From an optimization exercise on the open Yosys and OpenROAD flow, aimed at small area and a short achievable clock period; shortcuts taken in it are not production practice. Function was checked by simulation only, so behaviour that the tests miss may differ from the original. The clock port is modelled as an ideal driver, which makes a skipped or thinned clock tree look cheaper than it is; a real chip needs a root buffer or a tree. Power figures rest on the tool's default switching activity, not on a simulated workload.

## lane 3
==> module rgb2hue, before the edit <==
module rgb2hue(
        input clock,
        input reset_n,
        input in_valid,
        input [7:0] in_red,
        input [7:0] in_green,
        input [7:0] in_blue,
        input in_visual,
        input in_done,
        output out_valid,
        output [7:0] out_red,
        output [7:0] out_green,
        output [7:0] out_blue,
        output [7:0] out_hue,
        output out_visual,
        output out_done
    );
    function [8:0] add8;
        input [7:0] a;
        input [7:0] b;
        input ci;
        integer i;
        reg c;
        begin
            c = ci;
            for (i = 0; i < 8; i = i + 1) begin
                add8[i] = a[i] ^ b[i] ^ c;
                c = (a[i] & b[i]) | (a[i] & c) | (b[i] & c);
            end
            add8[8] = c;
        end
    endfunction
    function ge8;
        input [7:0] a;
        input [7:0] b;
        integer i;
        reg c;
        begin
            c = 1'b1;
            for (i = 0; i < 8; i = i + 1)
                c = (a[i] & ~b[i]) | (a[i] & c) | (~b[i] & c);
            ge8 = c;
        end
    endfunction
    function [8:0] dstep;
        input [7:0] rem;
        input [7:0] ndiv;
        reg [8:0] t;
        reg qb;
        begin
            t = add8({rem[6:0], 1'b0}, ndiv, 1'b1);
            qb = rem[7] | t[8];
            dstep = qb ? {1'b1, t[7:0]} : {1'b0, rem[6:0], 1'b0};
        end
    endfunction
    function dlast;
        input [7:0] rem;
        input [7:0] ndiv;
        reg [8:0] t;
        begin
            t = add8({rem[6:0], 1'b0}, ndiv, 1'b1);
            dlast = rem[7] | t[8];
        end
    endfunction
    reg [26:0] p1, p2, p3, p4, p5, p6;
    reg [7:0] hue6;
    reg [2:0] s;
    always @(posedge clock)
    begin
        if (!reset_n)
            s <= 3'b000;
        else if (!(s[2] & ~s[1]))
            s <= {s[1], s[0], ~s[2]};
    end
    wire en = reset_n & s[2] & ~s[1];
    wire [7:0] r1 = p1[23:16];
    wire [7:0] g1 = p1[15:8];
    wire [7:0] b1 = p1[7:0];
    reg ge_rg2, ge_gb2, ge_br2;
    wire [7:0] r2 = p2[23:16];
    wire [7:0] g2 = p2[15:8];
    wire [7:0] b2 = p2[7:0];
    wire green_max2 = ge_gb2 & ~ge_rg2;
    wire blue_max2  = ge_br2 & ~ge_gb2;
    wire red_max2   = ~green_max2 & ~blue_max2;
    wire red_min2   = ~ge_rg2 & ge_br2;
    wire green_min2 = ~ge_gb2 & ge_rg2;
    wire blue_min2  = ~red_min2 & ~green_min2;
    wire [7:0] max2 = ({8{red_max2}} & r2) | ({8{green_max2}} & g2) | ({8{blue_max2}} & b2);
    wire [7:0] min2 = ({8{red_min2}} & r2) | ({8{green_min2}} & g2) | ({8{blue_min2}} & b2);
    wire [7:0] mid2 = ({8{~red_max2 & ~red_min2}} & r2) |
                      ({8{~green_max2 & ~green_min2}} & g2) |
                      ({8{~blue_max2 & ~blue_min2}} & b2);
    wire [8:0] dif2x = add8(max2, ~min2, 1'b1);
    wire [8:0] d2x = add8(mid2, ~min2, 1'b1);
    wire gray2 = ge_rg2 & ge_gb2 & ge_br2;
    wire minus2 = gray2 | red_max2 & green_min2 | green_max2 & blue_min2 | blue_max2 & red_min2;
    wire [1:0] k2 = gray2 ? 2'd0 :
                    {blue_max2 | red_max2 & minus2, green_max2 | red_max2 & minus2};
    reg [7:0] d3, ndif3;
    reg minus3;
    reg [1:0] k3;
    wire [8:0] s3 = dstep(d3, ndif3);
    wire [8:0] s2 = dstep(s3[7:0], ndif3);
    reg [7:0] rem4, ndif4;
    reg q3_4, q2_4;
    reg minus4;
    reg [1:0] k4;
    wire q4_4 = (rem4 == ~ndif4);
    wire [8:0] s1 = dstep(rem4, ndif4);
    wire q0_4 = dlast(s1[7:0], ndif4);
    reg q4_5, q3_5, q2_5, q1_5, q0_5;
    reg minus5;
    reg [1:0] k5;
    wire gray5 = minus5 & (k5 == 2'd0);
    wire [3:0] ql5 = {q3_5, q2_5, q1_5, q0_5};
    wire [10:0] q85 = {1'b0, ql5, 6'd0} + {3'd0, ql5, 4'd0} + {5'd0, ql5, 2'd0} + {7'd0, ql5};
    wire [5:0] f5 = gray5 ? 6'd0 : q4_5 ? 6'd42 : q85[10:5];
    wire m5 = minus5 & ~gray5;
    wire qz5 = ~q4_5 & ~q3_5 & ~q2_5 & ~q1_5 & ~q0_5;
    wire [8:0] hue5 = add8({k5[1], k5[0], k5[1], k5[0], k5[1], k5[0], k5[1], k5[0]},
                           {m5, m5, f5 ^ {6{m5}}}, m5 & qz5);
    always @(posedge clock)
    begin
        p1 <= {in_valid, in_visual, in_done, in_red, in_green, in_blue};
        p2 <= p1;
        p3 <= p2;
        p4 <= p3;
        p5 <= p4;
        p6 <= en ? p5 : 27'd0;
        ge_rg2 <= ge8(r1, g1);
        ge_gb2 <= ge8(g1, b1);
        ge_br2 <= ge8(b1, r1);
        d3 <= d2x[7:0];
        ndif3 <= ~dif2x[7:0];
        minus3 <= minus2;
        k3 <= k2;
        rem4 <= s2[7:0];
        ndif4 <= ndif3;
        q3_4 <= s3[8];
        q2_4 <= s2[8];
        minus4 <= minus3;
        k4 <= k3;
        q4_5 <= q4_4;
        q3_5 <= q3_4;
        q2_5 <= q2_4;
        q1_5 <= s1[8];
        q0_5 <= q0_4;
        minus5 <= minus4;
        k5 <= k4;
        hue6 <= en ? hue5[7:0] : 8'd0;
    end
    assign out_valid = p6[26];
    assign out_visual = p6[25];
    assign out_done = p6[24];
    assign out_red = p6[23:16];
    assign out_green = p6[15:8];
    assign out_blue = p6[7:0];
    assign out_hue = hue6;
endmodule
==> flow/config.mk <==
export PLATFORM = sky130hd
export DESIGN_NAME = rgb2hue
export DESIGN_NICKNAME = rgb2hue
export VERILOG_FILES = /design/flow/design.v
export SDC_FILE = /design/flow/constraint.sdc
export NUM_CORES = 4
export LEC_CHECK = 0
export CAP_MARGIN = 20
export CORE_MARGIN = 2
export CORE_UTILIZATION = 40
export SLEW_MARGIN = 20
==> flow/constraint.sdc <==
create_clock -name core_clock -period 20.0 [get_ports {clock}]
set_input_delay 4.0000 -clock core_clock [delete_from_list [all_inputs] [get_ports {clock}]]
set_output_delay 4.0000 -clock core_clock [all_outputs]
set_load 0.01 [all_outputs]
standard.sh (not shown) runs the stock make flow with config.mk's settings and CLKGATE_MAP_FILE= SYNTH_SCRIPT=/design/flow/synth_recipe.tcl, a recipe that flattens the netlist after the stock synthesis.
==> flow/flow/run.sh <==
#!/bin/bash
# Layout flow: the standard flow (standard.sh) with these changes.
# 1. Synthesis is the standard flow's synthesis script with a delay-targeted ABC mapping
#    (flow/abc_map.script) in place of ORFS's ABC script, and without the
#    full-adder extraction (whose fa/ha cells make slow ripple chains).
#    Registers and their names are the same as in the standard synthesis.
# 2. The ports get buf_1 buffers (the repair upsizes those that need it),
#    and the repair steps aim at setup slack beyond the 20 ns constraint
#    (SETUP_SLACK_MARGIN), so that they work on the paths that set the
#    achieved period.
# 3. CTS is replaced by flow/clock_tree.tcl: a balanced two-level tree of
#    inverters, the same two inverters from the clock port to every
#    flip-flop.
# Each step's output goes to a log file of its own in the work folder
# (synth.log, place.log, cts.log, finish.log); ORFS's own logs are under
# orfs/logs.
set -euo pipefail
W=$(pwd)
M=${MARGIN:-15.3}
{
  head -n 1 synth_recipe.tcl
  echo "proc abc {args} { set i [lsearch \$args -script]; if {\$i >= 0} { lset args [expr {\$i + 1}] $W/flow/abc_map.script }; yosys abc {*}\$args }"
  tail -n +2 synth_recipe.tcl
} > flow_synth.tcl
bash standard.sh SYNTH_SCRIPT=$W/flow_synth.tcl ADDER_MAP_FILE= synth > synth.log 2>&1
bash standard.sh SETUP_SLACK_MARGIN=$M "BUFFER_PORTS_ARGS=-buffer_cell sky130_fd_sc_hd__buf_1" place > place.log 2>&1
bash standard.sh SETUP_SLACK_MARGIN=$M RUN_SCRIPT=$W/flow/clock_tree.tcl RUN_LOG_NAME_STEM=4_1_cts run > cts.log 2>&1
bash standard.sh SETUP_SLACK_MARGIN=$M finish > finish.log 2>&1
Other scripts of this flow, unchanged in this note and not shown: flow/flow/abc_map.script, flow/flow/clock_tree.tcl
diff inputs: lane 3 => lane 5
--- a/flow/design.v
+++ b/flow/design.v
@@ -41,41 +41,47 @@
                 c = (a[i] & ~b[i]) | (a[i] & c) | (~b[i] & c);
             ge8 = c;
         end
     endfunction
     function [8:0] dstep;
         input [7:0] rem;
-        input [7:0] ndiv;
+        input [7:0] div;
         reg [8:0] t;
         reg qb;
         begin
-            t = add8({rem[6:0], 1'b0}, ndiv, 1'b1);
+            t = add8({rem[6:0], 1'b0}, ~div, 1'b1);
             qb = rem[7] | t[8];
             dstep = qb ? {1'b1, t[7:0]} : {1'b0, rem[6:0], 1'b0};
         end
     endfunction
     function dlast;
         input [7:0] rem;
-        input [7:0] ndiv;
+        input [7:0] div;
         reg [8:0] t;
         begin
-            t = add8({rem[6:0], 1'b0}, ndiv, 1'b1);
+            t = add8({rem[6:0], 1'b0}, ~div, 1'b1);
             dlast = rem[7] | t[8];
         end
     endfunction
     reg [26:0] p1, p2, p3, p4, p5, p6;
     reg [7:0] hue6;
-    reg [2:0] s;
+    reg [2:0] cnt;
+    reg ok;
     always @(posedge clock)
     begin
-        if (!reset_n)
-            s <= 3'b000;
-        else if (!(s[2] & ~s[1]))
-            s <= {s[1], s[0], ~s[2]};
+        if (!reset_n) begin
+            cnt <= 3'd0;
+            ok <= 1'b0;
+        end
+        else begin
+            if (cnt != 3'd5)
+                cnt <= {cnt[1] & cnt[0] | cnt[2], cnt[1] ^ cnt[0], ~cnt[0]};
+            ok <= (cnt == 3'd4) | (cnt == 3'd5);
+        end
     end
-    wire en = reset_n & s[2] & ~s[1];
+    wire en = reset_n & ok;
     wire [7:0] r1 = p1[23:16];
     wire [7:0] g1 = p1[15:8];
     wire [7:0] b1 = p1[7:0];
     reg ge_rg2, ge_gb2, ge_br2;
     wire [7:0] r2 = p2[23:16];
     wire [7:0] g2 = p2[15:8];
@@ -94,24 +100,24 @@
     wire [8:0] dif2x = add8(max2, ~min2, 1'b1);
     wire [8:0] d2x = add8(mid2, ~min2, 1'b1);
     wire gray2 = ge_rg2 & ge_gb2 & ge_br2;
     wire minus2 = gray2 | red_max2 & green_min2 | green_max2 & blue_min2 | blue_max2 & red_min2;
     wire [1:0] k2 = gray2 ? 2'd0 :
                     {blue_max2 | red_max2 & minus2, green_max2 | red_max2 & minus2};
-    reg [7:0] d3, ndif3;
+    reg [7:0] d3, dif3;
     reg minus3;
     reg [1:0] k3;
-    wire [8:0] s3 = dstep(d3, ndif3);
-    wire [8:0] s2 = dstep(s3[7:0], ndif3);
-    reg [7:0] rem4, ndif4;
+    wire [8:0] s3 = dstep(d3, dif3);
+    wire [8:0] s2 = dstep(s3[7:0], dif3);
+    reg [7:0] rem4, dif4;
     reg q3_4, q2_4;
     reg minus4;
     reg [1:0] k4;
-    wire q4_4 = (rem4 == ~ndif4);
-    wire [8:0] s1 = dstep(rem4, ndif4);
-    wire q0_4 = dlast(s1[7:0], ndif4);
+    wire q4_4 = (rem4 == dif4);
+    wire [8:0] s1 = dstep(rem4, dif4);
+    wire q0_4 = dlast(s1[7:0], dif4);
     reg q4_5, q3_5, q2_5, q1_5, q0_5;
     reg minus5;
     reg [1:0] k5;
     wire gray5 = minus5 & (k5 == 2'd0);
     wire [3:0] ql5 = {q3_5, q2_5, q1_5, q0_5};
     wire [10:0] q85 = {1'b0, ql5, 6'd0} + {3'd0, ql5, 4'd0} + {5'd0, ql5, 2'd0} + {7'd0, ql5};
@@ -129,17 +135,17 @@
         p5 <= p4;
         p6 <= en ? p5 : 27'd0;
         ge_rg2 <= ge8(r1, g1);
         ge_gb2 <= ge8(g1, b1);
         ge_br2 <= ge8(b1, r1);
         d3 <= d2x[7:0];
-        ndif3 <= ~dif2x[7:0];
+        dif3 <= dif2x[7:0];
         minus3 <= minus2;
         k3 <= k2;
         rem4 <= s2[7:0];
-        ndif4 <= ndif3;
+        dif4 <= dif3;
         q3_4 <= s3[8];
         q2_4 <= s2[8];
         minus4 <= minus3;
         k4 <= k3;
         q4_5 <= q4_4;
         q3_5 <= q3_4;
Notes after the runs:
- Share of cell area taken by multi-input logic gates, lane 5 and lane 3: larger value in lane 3
- Of the two values seen for critical path launch point, p6[7] was produced by lane 5 and p6[6] by lane 3.
- Clock network fraction of design power in lane 5 is 0.4 points above lane 3.
- Routed wire length ends up higher on lane 3.
- Portion of total power attributed to combinational logic: lane 5 and lane 3 compared, lower one is lane 5
- Lane 5 and lane 3 ended up with nearly the same clock insertion delay at the later pin of the skew report.
- Summary of lane 5 over lane 3: total power of the final layout decreased about 2.5%, first-pass GRT wire length moved down, flip-flop and latch area up about 0.4%, sequential power +about 0.7%, final RePlAce weighted congestion went up by 1.6%.
- Lane 5 completed end to end with timing, DRC and antenna clean.
In every run of this note, the design's own scripts or RTL, not TritonCTS, make the clock network.

## static timing again, ports no longer ideal
No port has a modelled driver above. Below, the same layouts with a new extraction and two added sets of constraints. Step 1 assumes that a clkbuf_16 drives the clock port and a buf_2 every other input. Step 2 moves the port delays by t, midway between the first and last clock arrival at a register: inputs arrive t later, outputs are due t later. That takes back most of the time a late clock gives input paths. a / b / c = no drivers / after step 1 / after step 2; a / b = the first two.
| run | t, ns | setup WS [ns] | pins driven straight from the clock port |
|---|---|---|---|
| lane 3 | 0.266 | 15.378 / 15.245 / 15.229 | 4 |
| lane 5 | 0.274 | 15.356 / 15.217 / 15.237 | 4 |
After both steps setup and hold are still met in every run listed. The setup slack of lane 3, which loses most, moves by -0.133 ns with the drivers and by -0.149 ns with both steps.
